Source: an optimization exercise on an open RTL-to-GDS flow (aim: small area). Production flows keep margins and buffers that such runs may drop.
Where RTL was checked, it was by simulation tests only, not by an equivalence proof against the original.
The clock port is modelled as an ideal driver, which makes a skipped or thinned clock tree look cheaper than it is; a real chip needs a root buffer or a tree.
Power figures rest on the tool's default switching activity, not on a simulated workload.

==> module psram_controller, before the edit <==
module psram_controller #(
    parameter PSRAM_FRE  = 200_000_000,
    parameter LATENCY    = 5,
    parameter BIT_WIDTH  = 16,
    parameter BURST_LEN  = 32,
    parameter WARP_MODE  = "Wrap",
    parameter RW_METHOD  = "Linear"
) (
    input                               ram_clk,
    input                               ram_rst,
    input                               ram_en,
    input                               rw_ctrl,
    input   [31:0]                      addr_in,
    input   [BIT_WIDTH * 2 - 1 : 0]     ram_data_in,
    output                              init_cable_complete,
    output                              ctrl_idle,
    output  reg                         psram_clk,
    output                              psram_ce,
    output                              dq_en,
    output      [BIT_WIDTH - 1 : 0]     dq_out_hi,
    output      [BIT_WIDTH - 1 : 0]     dq_out_lo,
    input       [BIT_WIDTH - 1 : 0]     dq_in_hi,
    input       [BIT_WIDTH - 1 : 0]     dq_in_lo,
    output                              dm_en,
    output      [1 : 0]                 dm_out_hi,
    output      [1 : 0]                 dm_out_lo,
    input       [1 : 0]                 dm_in_hi,
    input       [1 : 0]                 dm_in_lo,
    output  reg [BIT_WIDTH * 2 - 1 : 0] ram_data_out,
    output  reg                         ram_rd_valid,
    output                              ram_wr_valid
);
localparam [14:0] L_RST = 15'h3edb;
localparam [14:0] L_INV = 15'h2aaa;
localparam [3:0] S_IDLE  = 4'b0000;
localparam [3:0] S_RST   = 4'b0001;
localparam [3:0] S_RW    = 4'b0011;
localparam [3:0] S_C0    = 4'b0100;
localparam [3:0] S_C1    = 4'b0101;
localparam [3:0] S_C2    = 4'b0110;
localparam [3:0] S_WAIT  = 4'b1000;
localparam [3:0] S_W2IR  = 4'b1010;
localparam [3:0] S_W2IW  = 4'b1011;
localparam [3:0] S_INITR = 4'b1110;
localparam [3:0] S_INITW = 4'b1111;
localparam [3:0] S_RD    = 4'b1100;
localparam [3:0] S_WR    = 4'b1101;
localparam [3:0] S_DONE  = 4'b1001;
reg [3:0]  st;
reg [14:0] lq;
wire [14:0] lf = lq ^ L_INV;
reg        v_d;
reg [31:0] wd;
wire idle_s  = (st == S_IDLE);
wire rst_s   = (st == S_RST);
wire rw_s    = (st == S_RW);
wire c0_s    = (st == S_C0);
wire c1_s    = (st == S_C1);
wire c2_s    = (st == S_C2);
wire cfg_s   = c0_s | c1_s | c2_s;
wire wait_s  = (st == S_WAIT);
wire w2ir_s  = (st == S_W2IR);
wire w2iw_s  = (st == S_W2IW);
wire initr_s = (st == S_INITR);
wire initw_s = (st == S_INITW);
wire init_s  = initr_s | initw_s;
wire wr_s    = (st == S_WR);
wire rd_s    = (st == S_RD);
wire done_s  = (st == S_DONE);
wire idle_end = idle_s & (&lf[11:0]);
wire rst_end  = rst_s & ~lf[1];
wire rw_end   = rw_s & ((lf & 15'h2c83) == 15'h0481);
wire cfg_end  = cfg_s & lf[8];
wire init_end = (initw_s & lf[5]) | (initr_s & lf[1]);
wire xfer_end = (wr_s | rd_s) & lf[14];
wire done_end = done_s & lf[3];
wire lf_clr = rw_end | cfg_end | wait_s | w2ir_s | w2iw_s | init_end | xfer_end | done_end |
              (rd_s & ~v_d);
wire [14:0] lf_nx = lf_clr ? 15'd0 : {lf[13:0], ~(lf[14] ^ lf[13])};
reg [3:0] st_nx;
always @(*) begin
    st_nx = st;
    case (st)
        S_IDLE:  if (idle_end) st_nx = S_RST;
        S_RST:   if (rst_end)  st_nx = S_RW;
        S_RW:    if (rw_end)   st_nx = S_C0;
        S_C0:    if (cfg_end)  st_nx = S_C1;
        S_C1:    if (cfg_end)  st_nx = S_C2;
        S_C2:    if (cfg_end)  st_nx = S_WAIT;
        S_WAIT:  if (ram_en)   st_nx = rw_ctrl ? S_W2IW : S_W2IR;
        S_W2IR:  st_nx = S_INITR;
        S_W2IW:  st_nx = S_INITW;
        S_INITR: if (init_end) st_nx = S_RD;
        S_INITW: if (init_end) st_nx = S_WR;
        S_WR:    if (xfer_end) st_nx = S_DONE;
        S_RD:    if (xfer_end) st_nx = S_DONE;
        S_DONE:  if (done_end) st_nx = S_WAIT;
        default: st_nx = S_IDLE;
    endcase
end
wire cs0 = ~lf[0];
wire cs1 = lf[0] & ~lf[1];
wire cs2 = lf[1] & ~lf[2];
wire cs3 = lf[2] & ~lf[3];
wire cfg_act = cfg_s & ~lf[3];
wire [7:0] kbyte =
    ({8{rst_s | rw_s}} & 8'hff) |
    ({8{cfg_s & cs0}} & 8'hc0) |
    ({8{c1_s & cs2}} & 8'h04) |
    ({8{c2_s & cs2}} & 8'h08) |
    ({8{c0_s & cs3}} & 8'h09) |
    ({8{c1_s & cs3}} & 8'h40) |
    ({8{c2_s & cs3}} & 8'h41) |
    ({8{init_s & cs0}} & 8'h20) |
    ({8{initw_s & cs0}} & 8'h80);
wire a1 = init_s & cs1;
wire a2 = init_s & cs2;
assign dm_en = wr_s;
assign dq_out_hi = {wd[31:24] & {8{dm_en}},
                    (wd[23:16] & {8{dm_en}}) | kbyte |
                    ({8{a1}} & addr_in[31:24]) | ({8{a2}} & addr_in[15:8])};
assign dq_out_lo = {wd[15:8] & {8{dm_en}},
                    (wd[7:0] & {8{dm_en}}) | kbyte |
                    ({8{a1}} & addr_in[23:16]) | ({8{a2}} & addr_in[7:0])};
assign ctrl_idle = ~(init_s | wr_s | rd_s | done_s);
assign init_cable_complete = wait_s | w2ir_s | w2iw_s | ~ctrl_idle;
assign psram_ce = ~(rst_s | cfg_act | init_s | wr_s | rd_s);
assign dq_en = (rst_s & ~lf[13]) | cfg_act | (init_s & ~lf[2]) | wr_s;
wire rd_nx = (st_nx == S_RD);
assign ram_wr_valid = (st_nx == S_WR);
wire beat = rd_nx & (dm_in_lo[0] ^ dm_in_lo[1]);
always @(posedge ram_clk or negedge ram_rst) begin
    if (!ram_rst) begin
        st <= S_IDLE;
        lq <= L_RST ^ L_INV;
        psram_clk <= 1'b0;
        ram_rd_valid <= 1'b0;
    end else begin
        st <= st_nx;
        lq <= lf_nx ^ L_INV;
        psram_clk <= ~psram_ce | rw_s;
        ram_rd_valid <= beat;
    end
end
always @(posedge ram_clk) begin
    v_d  <= ram_rd_valid;
    wd   <= ram_data_in;
end
always @(posedge ram_clk or negedge ram_rst) begin
    if (!ram_rst) ram_data_out <= 32'd0;
    else if (beat) ram_data_out <= {dq_in_hi, dq_in_lo};
end
assign dm_out_hi = 2'b00;
assign dm_out_lo = 2'b00;
endmodule
==> flow/config.mk <==
export PLATFORM = sky130hd
export DESIGN_NAME = psram_controller
export DESIGN_NICKNAME = psram_controller
export VERILOG_FILES = /design/flow/design.v
export SDC_FILE = /design/flow/constraint.sdc
export NUM_CORES = 4
export LEC_CHECK = 0
export CAP_MARGIN = 20
export CORE_MARGIN = 2
export CORE_UTILIZATION = 40
export GPL_TIMING_DRIVEN = 0
export PLACE_DENSITY = 0.6
export SLEW_MARGIN = 20
==> flow/constraint.sdc <==
create_clock -name core_clock -period 5.0 [get_ports {ram_clk}]
set_input_delay 1.0000 -clock core_clock [delete_from_list [all_inputs] [get_ports {ram_clk}]]
set_output_delay 1.0000 -clock core_clock [all_outputs]
set_load 0.01 [all_outputs]
standard.sh (not shown) runs the stock make flow with config.mk's settings and CLKGATE_MAP_FILE= SYNTH_SCRIPT=/design/flow/synth_recipe.tcl, a recipe that flattens the netlist after the stock synthesis.
==> flow/flow/run.sh <==
#!/bin/bash
# Layout flow: the standard ORFS flow (standard.sh), run from a copy of
# the ORFS scripts folder with three files changed:
#  - abc_area.script (from flow/abc_area.script): ABC maps the logic for
#    area only, with no timing-driven buffering or upsizing;
#  - global_place.tcl: after the port buffers are added, the reset port's
#    buffer is made a buf_4 (flow/reset_buffer.tcl) so that it drives the
#    registers' reset pins without a buffer tree;
set -euo pipefail
here=$(pwd)
s="$here/orfs_scripts"
rm -rf "$s"
cp -r "$FLOW_HOME/scripts" "$s"
cp "$here/flow/abc_area.script" "$s/abc_area.script"
cp "$here/flow/clock_tree.tcl" "$s/my_clock_tree.tcl"
sed -i 's|^log_cmd clock_tree_synthesis .*$|source $::env(SCRIPTS_DIR)/my_clock_tree.tcl|' "$s/cts.tcl"
grep -q '^source $::env(SCRIPTS_DIR)/my_clock_tree.tcl$' "$s/cts.tcl"
cp "$here/flow/reset_buffer.tcl" "$s/my_reset_buffer.tcl"
sed -i 's|^\( *\)buffer_ports {\*}\[env_var_or_empty BUFFER_PORTS_ARGS\]$|&\n\1source $::env(SCRIPTS_DIR)/my_reset_buffer.tcl|' "$s/global_place.tcl"
grep -q 'source $::env(SCRIPTS_DIR)/my_reset_buffer.tcl$' "$s/global_place.tcl"
bash standard.sh "SCRIPTS_DIR=$s" ABC_AREA=1 synth > make_synth.log 2>&1
bash standard.sh "SCRIPTS_DIR=$s" \
  "BUFFER_PORTS_ARGS=-buffer_cell sky130_fd_sc_hd__buf_1" SKIP_REPAIR_TIE_FANOUT=1 REMOVE_ABC_BUFFERS=1 \
  finish > make_finish.log 2>&1
Other scripts of this flow, unchanged in this note and not shown: flow/flow/abc_area.script, flow/flow/clock_tree.tcl, flow/flow/reset_buffer.tcl
Change:
--- a/flow/design.v
+++ b/flow/design.v
@@ -36,23 +36,23 @@
 localparam [3:0] S_RST   = 4'b0001;
 localparam [3:0] S_RW    = 4'b0011;
 localparam [3:0] S_C0    = 4'b0100;
 localparam [3:0] S_C1    = 4'b0101;
 localparam [3:0] S_C2    = 4'b0110;
 localparam [3:0] S_WAIT  = 4'b1000;
-localparam [3:0] S_W2IR  = 4'b1010;
-localparam [3:0] S_W2IW  = 4'b1011;
+localparam [3:0] S_W2IR  = 4'b0010;
+localparam [3:0] S_W2IW  = 4'b0111;
 localparam [3:0] S_INITR = 4'b1110;
 localparam [3:0] S_INITW = 4'b1111;
 localparam [3:0] S_RD    = 4'b1100;
 localparam [3:0] S_WR    = 4'b1101;
 localparam [3:0] S_DONE  = 4'b1001;
+localparam [3:0] S_RDL   = 4'b1010;
 reg [3:0]  st;
 reg [14:0] lq;
 wire [14:0] lf = lq ^ L_INV;
-reg        v_d;
 reg [31:0] wd;
 wire idle_s  = (st == S_IDLE);
 wire rst_s   = (st == S_RST);
 wire rw_s    = (st == S_RW);
 wire c0_s    = (st == S_C0);
 wire c1_s    = (st == S_C1);
@@ -63,22 +63,23 @@
 wire w2iw_s  = (st == S_W2IW);
 wire initr_s = (st == S_INITR);
 wire initw_s = (st == S_INITW);
 wire init_s  = initr_s | initw_s;
 wire wr_s    = (st == S_WR);
 wire rd_s    = (st == S_RD);
+wire rdl_s   = (st == S_RDL);
 wire done_s  = (st == S_DONE);
 wire idle_end = idle_s & (&lf[11:0]);
 wire rst_end  = rst_s & ~lf[1];
 wire rw_end   = rw_s & ((lf & 15'h2c83) == 15'h0481);
 wire cfg_end  = cfg_s & lf[8];
 wire init_end = (initw_s & lf[5]) | (initr_s & lf[1]);
 wire xfer_end = (wr_s | rd_s) & lf[14];
 wire done_end = done_s & lf[3];
 wire lf_clr = rw_end | cfg_end | wait_s | w2ir_s | w2iw_s | init_end | xfer_end | done_end |
-              (rd_s & ~v_d);
+              rdl_s | (rd_s & ~ram_rd_valid);
 wire [14:0] lf_nx = lf_clr ? 15'd0 : {lf[13:0], ~(lf[14] ^ lf[13])};
 reg [3:0] st_nx;
 always @(*) begin
     st_nx = st;
     case (st)
         S_IDLE:  if (idle_end) st_nx = S_RST;
@@ -90,13 +91,14 @@
         S_WAIT:  if (ram_en)   st_nx = rw_ctrl ? S_W2IW : S_W2IR;
         S_W2IR:  st_nx = S_INITR;
         S_W2IW:  st_nx = S_INITW;
         S_INITR: if (init_end) st_nx = S_RD;
         S_INITW: if (init_end) st_nx = S_WR;
         S_WR:    if (xfer_end) st_nx = S_DONE;
-        S_RD:    if (xfer_end) st_nx = S_DONE;
+        S_RD:    if (xfer_end) st_nx = S_RDL;
+        S_RDL:   st_nx = S_DONE;
         S_DONE:  if (done_end) st_nx = S_WAIT;
         default: st_nx = S_IDLE;
     endcase
 end
 wire cs0 = ~lf[0];
 wire cs1 = lf[0] & ~lf[1];
@@ -119,17 +121,17 @@
 assign dq_out_hi = {wd[31:24] & {8{dm_en}},
                     (wd[23:16] & {8{dm_en}}) | kbyte |
                     ({8{a1}} & addr_in[31:24]) | ({8{a2}} & addr_in[15:8])};
 assign dq_out_lo = {wd[15:8] & {8{dm_en}},
                     (wd[7:0] & {8{dm_en}}) | kbyte |
                     ({8{a1}} & addr_in[23:16]) | ({8{a2}} & addr_in[7:0])};
-assign ctrl_idle = ~(init_s | wr_s | rd_s | done_s);
+assign ctrl_idle = ~(init_s | wr_s | rd_s | rdl_s | done_s);
 assign init_cable_complete = wait_s | w2ir_s | w2iw_s | ~ctrl_idle;
-assign psram_ce = ~(rst_s | cfg_act | init_s | wr_s | rd_s);
+assign psram_ce = ~(rst_s | cfg_act | init_s | wr_s | rd_s | rdl_s);
 assign dq_en = (rst_s & ~lf[13]) | cfg_act | (init_s & ~lf[2]) | wr_s;
-wire rd_nx = (st_nx == S_RD);
+wire rd_nx = (st_nx == S_RD) | (st_nx == S_RDL);
 assign ram_wr_valid = (st_nx == S_WR);
 wire beat = rd_nx & (dm_in_lo[0] ^ dm_in_lo[1]);
 always @(posedge ram_clk or negedge ram_rst) begin
     if (!ram_rst) begin
         st <= S_IDLE;
         lq <= L_RST ^ L_INV;
@@ -140,13 +142,12 @@
         lq <= lf_nx ^ L_INV;
         psram_clk <= ~psram_ce | rw_s;
         ram_rd_valid <= beat;
     end
 end
 always @(posedge ram_clk) begin
-    v_d  <= ram_rd_valid;
     wd   <= ram_data_in;
 end
 always @(posedge ram_clk or negedge ram_rst) begin
     if (!ram_rst) ram_data_out <= 32'd0;
     else if (beat) ram_data_out <= {dq_in_hi, dq_in_lo};
 end
Outcome: Cell area increases slightly. Fmax decreases by a few percent. Wire length decreases slightly. Global-route usage decreases by 0.30 points. Via count increases by a few percent. Clock skew increases by 0.018 ns. Synthesized cell count increases slightly. Power increases by well over a third. Synthesized area increases slightly. Critical path depth decreases by 2. Worst setup slack degrades by 0.099 ns.
The RTL of the second run of this note was laid out without a check of its function. In every run of this note, the design's own scripts or RTL, not TritonCTS, make the clock network.

---

psram_controller, a different RTL version from the one above (not shown whole).
Size: roughly 180 I/O pins, ~3200 µm² of cells after synthesis.
==> module psram_controller, before the edit <==
module psram_controller #(
    parameter PSRAM_FRE  = 200_000_000,
    parameter LATENCY    = 5,
    parameter BIT_WIDTH  = 16,
    parameter BURST_LEN  = 32,
    parameter WARP_MODE  = "Wrap",
    parameter RW_METHOD  = "Linear"
) (
    input                               ram_clk,
    input                               ram_rst,
    input                               ram_en,
    input                               rw_ctrl,
    input   [31:0]                      addr_in,
    input   [BIT_WIDTH * 2 - 1 : 0]     ram_data_in,
    output                              init_cable_complete,
    output                              ctrl_idle,
    output  reg                         psram_clk,
    output                              psram_ce,
    output                              dq_en,
    output      [BIT_WIDTH - 1 : 0]     dq_out_hi,
    output      [BIT_WIDTH - 1 : 0]     dq_out_lo,
    input       [BIT_WIDTH - 1 : 0]     dq_in_hi,
    input       [BIT_WIDTH - 1 : 0]     dq_in_lo,
    output                              dm_en,
    output      [1 : 0]                 dm_out_hi,
    output      [1 : 0]                 dm_out_lo,
    input       [1 : 0]                 dm_in_hi,
    input       [1 : 0]                 dm_in_lo,
    output  reg [BIT_WIDTH * 2 - 1 : 0] ram_data_out,
    output  reg                         ram_rd_valid,
    output                              ram_wr_valid
);
localparam [14:0] L_RST = 15'h3edb;
localparam [3:0] S_IDLE  = 4'b0000;
localparam [3:0] S_RST   = 4'b0001;
localparam [3:0] S_RW    = 4'b0011;
localparam [3:0] S_C0    = 4'b0100;
localparam [3:0] S_C1    = 4'b0101;
localparam [3:0] S_C2    = 4'b0110;
localparam [3:0] S_WAIT  = 4'b1000;
localparam [3:0] S_W2IR  = 4'b1010;
localparam [3:0] S_W2IW  = 4'b1011;
localparam [3:0] S_INITR = 4'b1110;
localparam [3:0] S_INITW = 4'b1111;
localparam [3:0] S_RD    = 4'b1100;
localparam [3:0] S_WR    = 4'b1101;
localparam [3:0] S_DONE  = 4'b1001;
reg [3:0]  st;
reg [14:0] lf;
reg        v_d;
reg [31:0] wd;
wire idle_s  = (st == S_IDLE);
wire rst_s   = (st == S_RST);
wire rw_s    = (st == S_RW);
wire c0_s    = (st == S_C0);
wire c1_s    = (st == S_C1);
wire c2_s    = (st == S_C2);
wire cfg_s   = c0_s | c1_s | c2_s;
wire wait_s  = (st == S_WAIT);
wire w2ir_s  = (st == S_W2IR);
wire w2iw_s  = (st == S_W2IW);
wire initr_s = (st == S_INITR);
wire initw_s = (st == S_INITW);
wire init_s  = initr_s | initw_s;
wire wr_s    = (st == S_WR);
wire rd_s    = (st == S_RD);
wire done_s  = (st == S_DONE);
wire idle_end = idle_s & (&lf[11:0]);
wire rst_end  = rst_s & ~lf[1];
wire rw_end   = rw_s & ((lf & 15'h2c83) == 15'h0481);
wire cfg_end  = cfg_s & lf[8];
wire init_end = (initw_s & lf[5]) | (initr_s & lf[1]);
wire xfer_end = (wr_s | rd_s) & lf[14];
wire done_end = done_s & lf[3];
wire lf_clr = rw_end | cfg_end | wait_s | w2ir_s | w2iw_s | init_end | xfer_end | done_end |
              (rd_s & ~v_d);
wire [14:0] lf_nx = lf_clr ? 15'd0 : {lf[13:0], ~(lf[14] ^ lf[13])};
reg [3:0] st_nx;
always @(*) begin
    st_nx = st;
    case (st)
        S_IDLE:  if (idle_end) st_nx = S_RST;
        S_RST:   if (rst_end)  st_nx = S_RW;
        S_RW:    if (rw_end)   st_nx = S_C0;
        S_C0:    if (cfg_end)  st_nx = S_C1;
        S_C1:    if (cfg_end)  st_nx = S_C2;
        S_C2:    if (cfg_end)  st_nx = S_WAIT;
        S_WAIT:  if (ram_en)   st_nx = rw_ctrl ? S_W2IW : S_W2IR;
        S_W2IR:  st_nx = S_INITR;
        S_W2IW:  st_nx = S_INITW;
        S_INITR: if (init_end) st_nx = S_RD;
        S_INITW: if (init_end) st_nx = S_WR;
        S_WR:    if (xfer_end) st_nx = S_DONE;
        S_RD:    if (xfer_end) st_nx = S_DONE;
        S_DONE:  if (done_end) st_nx = S_WAIT;
        default: st_nx = S_IDLE;
    endcase
end
wire cs0 = ~lf[0];
wire cs1 = lf[0] & ~lf[1];
wire cs2 = lf[1] & ~lf[2];
wire cs3 = lf[2] & ~lf[3];
wire cfg_act = cfg_s & ~lf[3];
wire [7:0] kbyte =
    ({8{rst_s | rw_s}} & 8'hff) |
    ({8{cfg_s & cs0}} & 8'hc0) |
    ({8{c1_s & cs2}} & 8'h04) |
    ({8{c2_s & cs2}} & 8'h08) |
    ({8{c0_s & cs3}} & 8'h09) |
    ({8{c1_s & cs3}} & 8'h40) |
    ({8{c2_s & cs3}} & 8'h41) |
    ({8{init_s & cs0}} & 8'h20) |
    ({8{initw_s & cs0}} & 8'h80);
wire a1 = init_s & cs1;
wire a2 = init_s & cs2;
assign dm_en = wr_s;
assign dq_out_hi = {wd[31:24] & {8{dm_en}},
                    (wd[23:16] & {8{dm_en}}) | kbyte |
                    ({8{a1}} & addr_in[31:24]) | ({8{a2}} & addr_in[15:8])};
assign dq_out_lo = {wd[15:8] & {8{dm_en}},
                    (wd[7:0] & {8{dm_en}}) | kbyte |
                    ({8{a1}} & addr_in[23:16]) | ({8{a2}} & addr_in[7:0])};
assign ctrl_idle = ~(init_s | wr_s | rd_s | done_s);
assign init_cable_complete = wait_s | w2ir_s | w2iw_s | ~ctrl_idle;
assign psram_ce = ~(rst_s | cfg_act | init_s | wr_s | rd_s);
assign dq_en = (rst_s & ~lf[13]) | cfg_act | (init_s & ~lf[2]) | wr_s;
wire rd_nx = (st_nx == S_RD);
assign ram_wr_valid = (st_nx == S_WR);
wire beat = rd_nx & (dm_in_lo[0] ^ dm_in_lo[1]);
always @(posedge ram_clk or negedge ram_rst) begin
    if (!ram_rst) begin
        st <= S_IDLE;
        lf <= L_RST;
        psram_clk <= 1'b0;
        ram_rd_valid <= 1'b0;
    end else begin
        st <= st_nx;
        lf <= lf_nx;
        psram_clk <= ~psram_ce | rw_s;
        ram_rd_valid <= beat;
    end
end
always @(posedge ram_clk) begin
    v_d  <= ram_rd_valid;
    wd   <= ram_data_in;
end
always @(posedge ram_clk or negedge ram_rst) begin
    if (!ram_rst) ram_data_out <= 32'd0;
    else if (beat) ram_data_out <= {dq_in_hi, dq_in_lo};
end
assign dm_out_hi = 2'b00;
assign dm_out_lo = 2'b00;
endmodule
clock: 5.0 ns
lec_check: 0
cap_margin: 20
core_margin: 2
core_utilization: 40
gpl_timing_driven: 0
place_density: 0.6
slew_margin: 20
Scripts as last shown in full above: flow/flow/run.sh
Other scripts of this flow, unchanged in this note and not shown: flow/flow/abc_area.script, flow/flow/clock_tree.tcl, flow/flow/reset_buffer.tcl
Next try:
--- a/flow/design.v
+++ b/flow/design.v
@@ -28,12 +28,13 @@
     input       [1 : 0]                 dm_in_lo,
     output  reg [BIT_WIDTH * 2 - 1 : 0] ram_data_out,
     output  reg                         ram_rd_valid,
     output                              ram_wr_valid
 );
 localparam [14:0] L_RST = 15'h3edb;
+localparam [14:0] L_INV = 15'h2aaa;
 localparam [3:0] S_IDLE  = 4'b0000;
 localparam [3:0] S_RST   = 4'b0001;
 localparam [3:0] S_RW    = 4'b0011;
 localparam [3:0] S_C0    = 4'b0100;
 localparam [3:0] S_C1    = 4'b0101;
 localparam [3:0] S_C2    = 4'b0110;
@@ -43,13 +44,14 @@
 localparam [3:0] S_INITR = 4'b1110;
 localparam [3:0] S_INITW = 4'b1111;
 localparam [3:0] S_RD    = 4'b1100;
 localparam [3:0] S_WR    = 4'b1101;
 localparam [3:0] S_DONE  = 4'b1001;
 reg [3:0]  st;
-reg [14:0] lf;
+reg [14:0] lq;
+wire [14:0] lf = lq ^ L_INV;
 reg        v_d;
 reg [31:0] wd;
 wire idle_s  = (st == S_IDLE);
 wire rst_s   = (st == S_RST);
 wire rw_s    = (st == S_RW);
 wire c0_s    = (st == S_C0);
@@ -69,13 +71,13 @@
 wire rst_end  = rst_s & ~lf[1];
 wire rw_end   = rw_s & ((lf & 15'h2c83) == 15'h0481);
 wire cfg_end  = cfg_s & lf[8];
 wire init_end = (initw_s & lf[5]) | (initr_s & lf[1]);
 wire xfer_end = (wr_s | rd_s) & lf[14];
 wire done_end = done_s & lf[3];
-wire lf_clr = rw_end | cfg_end | wait_s | w2ir_s | w2iw_s | init_end | xfer_end | done_end |
+wire lf_clr = rw_end | cfg_end | w2ir_s | w2iw_s | init_end | xfer_end |
               (rd_s & ~v_d);
 wire [14:0] lf_nx = lf_clr ? 15'd0 : {lf[13:0], ~(lf[14] ^ lf[13])};
 reg [3:0] st_nx;
 always @(*) begin
     st_nx = st;
     case (st)
@@ -127,18 +129,18 @@
 wire rd_nx = (st_nx == S_RD);
 assign ram_wr_valid = (st_nx == S_WR);
 wire beat = rd_nx & (dm_in_lo[0] ^ dm_in_lo[1]);
 always @(posedge ram_clk or negedge ram_rst) begin
     if (!ram_rst) begin
         st <= S_IDLE;
-        lf <= L_RST;
+        lq <= L_RST ^ L_INV;
         psram_clk <= 1'b0;
         ram_rd_valid <= 1'b0;
     end else begin
         st <= st_nx;
-        lf <= lf_nx;
+        lq <= lf_nx ^ L_INV;
         psram_clk <= ~psram_ce | rw_s;
         ram_rd_valid <= beat;
     end
 end
 always @(posedge ram_clk) begin
     v_d  <= ram_rd_valid;
Result: The changed run completed without violations. Worst hold slack improves by 0.0098 ns. Core utilization barely changes. Global-route usage barely changes. Combinational power went up by about 1%. Wire length went down by 1.8%. Die area went down by 0.69%. Fmax went up by 3.6%. Area after synthesis went down by 0.71%. Critical path depth went up by 3. Final area went down by 0.46%. Register-to-register slack improves by 0.06 ns. Setup slack improves by 0.16 ns. First-iteration DRC count went down by 17%. Sequential share of layout area is about the same.
Function was not checked in any run of this note: the RTL went through the layout flow alone. No run of this note takes its clock network from TritonCTS; it comes from the design's own scripts or RTL.

re-timing with driven ports:
In the flow no input, the clock included, has a driving cell. The finished layouts below were timed again as built, in two steps.
Step 1: set_driving_cell puts a clkbuf_16 on ram_clk and a buf_2 on each other input, an assumption about the parent block.
Step 2 moves the port delays by t, midway between the first and last clock arrival at a register: inputs arrive t later, outputs are due t later. That takes back most of the time a late clock gives input paths.
Three values: no drivers, after step 1, after step 2; two values: the first two.
run	t (ns)	setup slack, ns	latest minus earliest clock arrival (ns)	worst register clock-pin slew, ns
the first run of note 1	0.486	0.582 / 0.557 / 0.632	0.010 / 0.009	0.11 / 0.11
the second run of note 1	0.464	0.483 / 0.456 / 0.616	0.027 / 0.027	0.12 / 0.12
the first run of note 2	0.497	0.505 / 0.478 / 0.815	0.009 / 0.010	0.11 / 0.11
the second run of note 2	0.491	0.663 / 0.635 / 0.779	0.014 / 0.015	0.11 / 0.11
After both steps setup and hold are still met in every run listed.
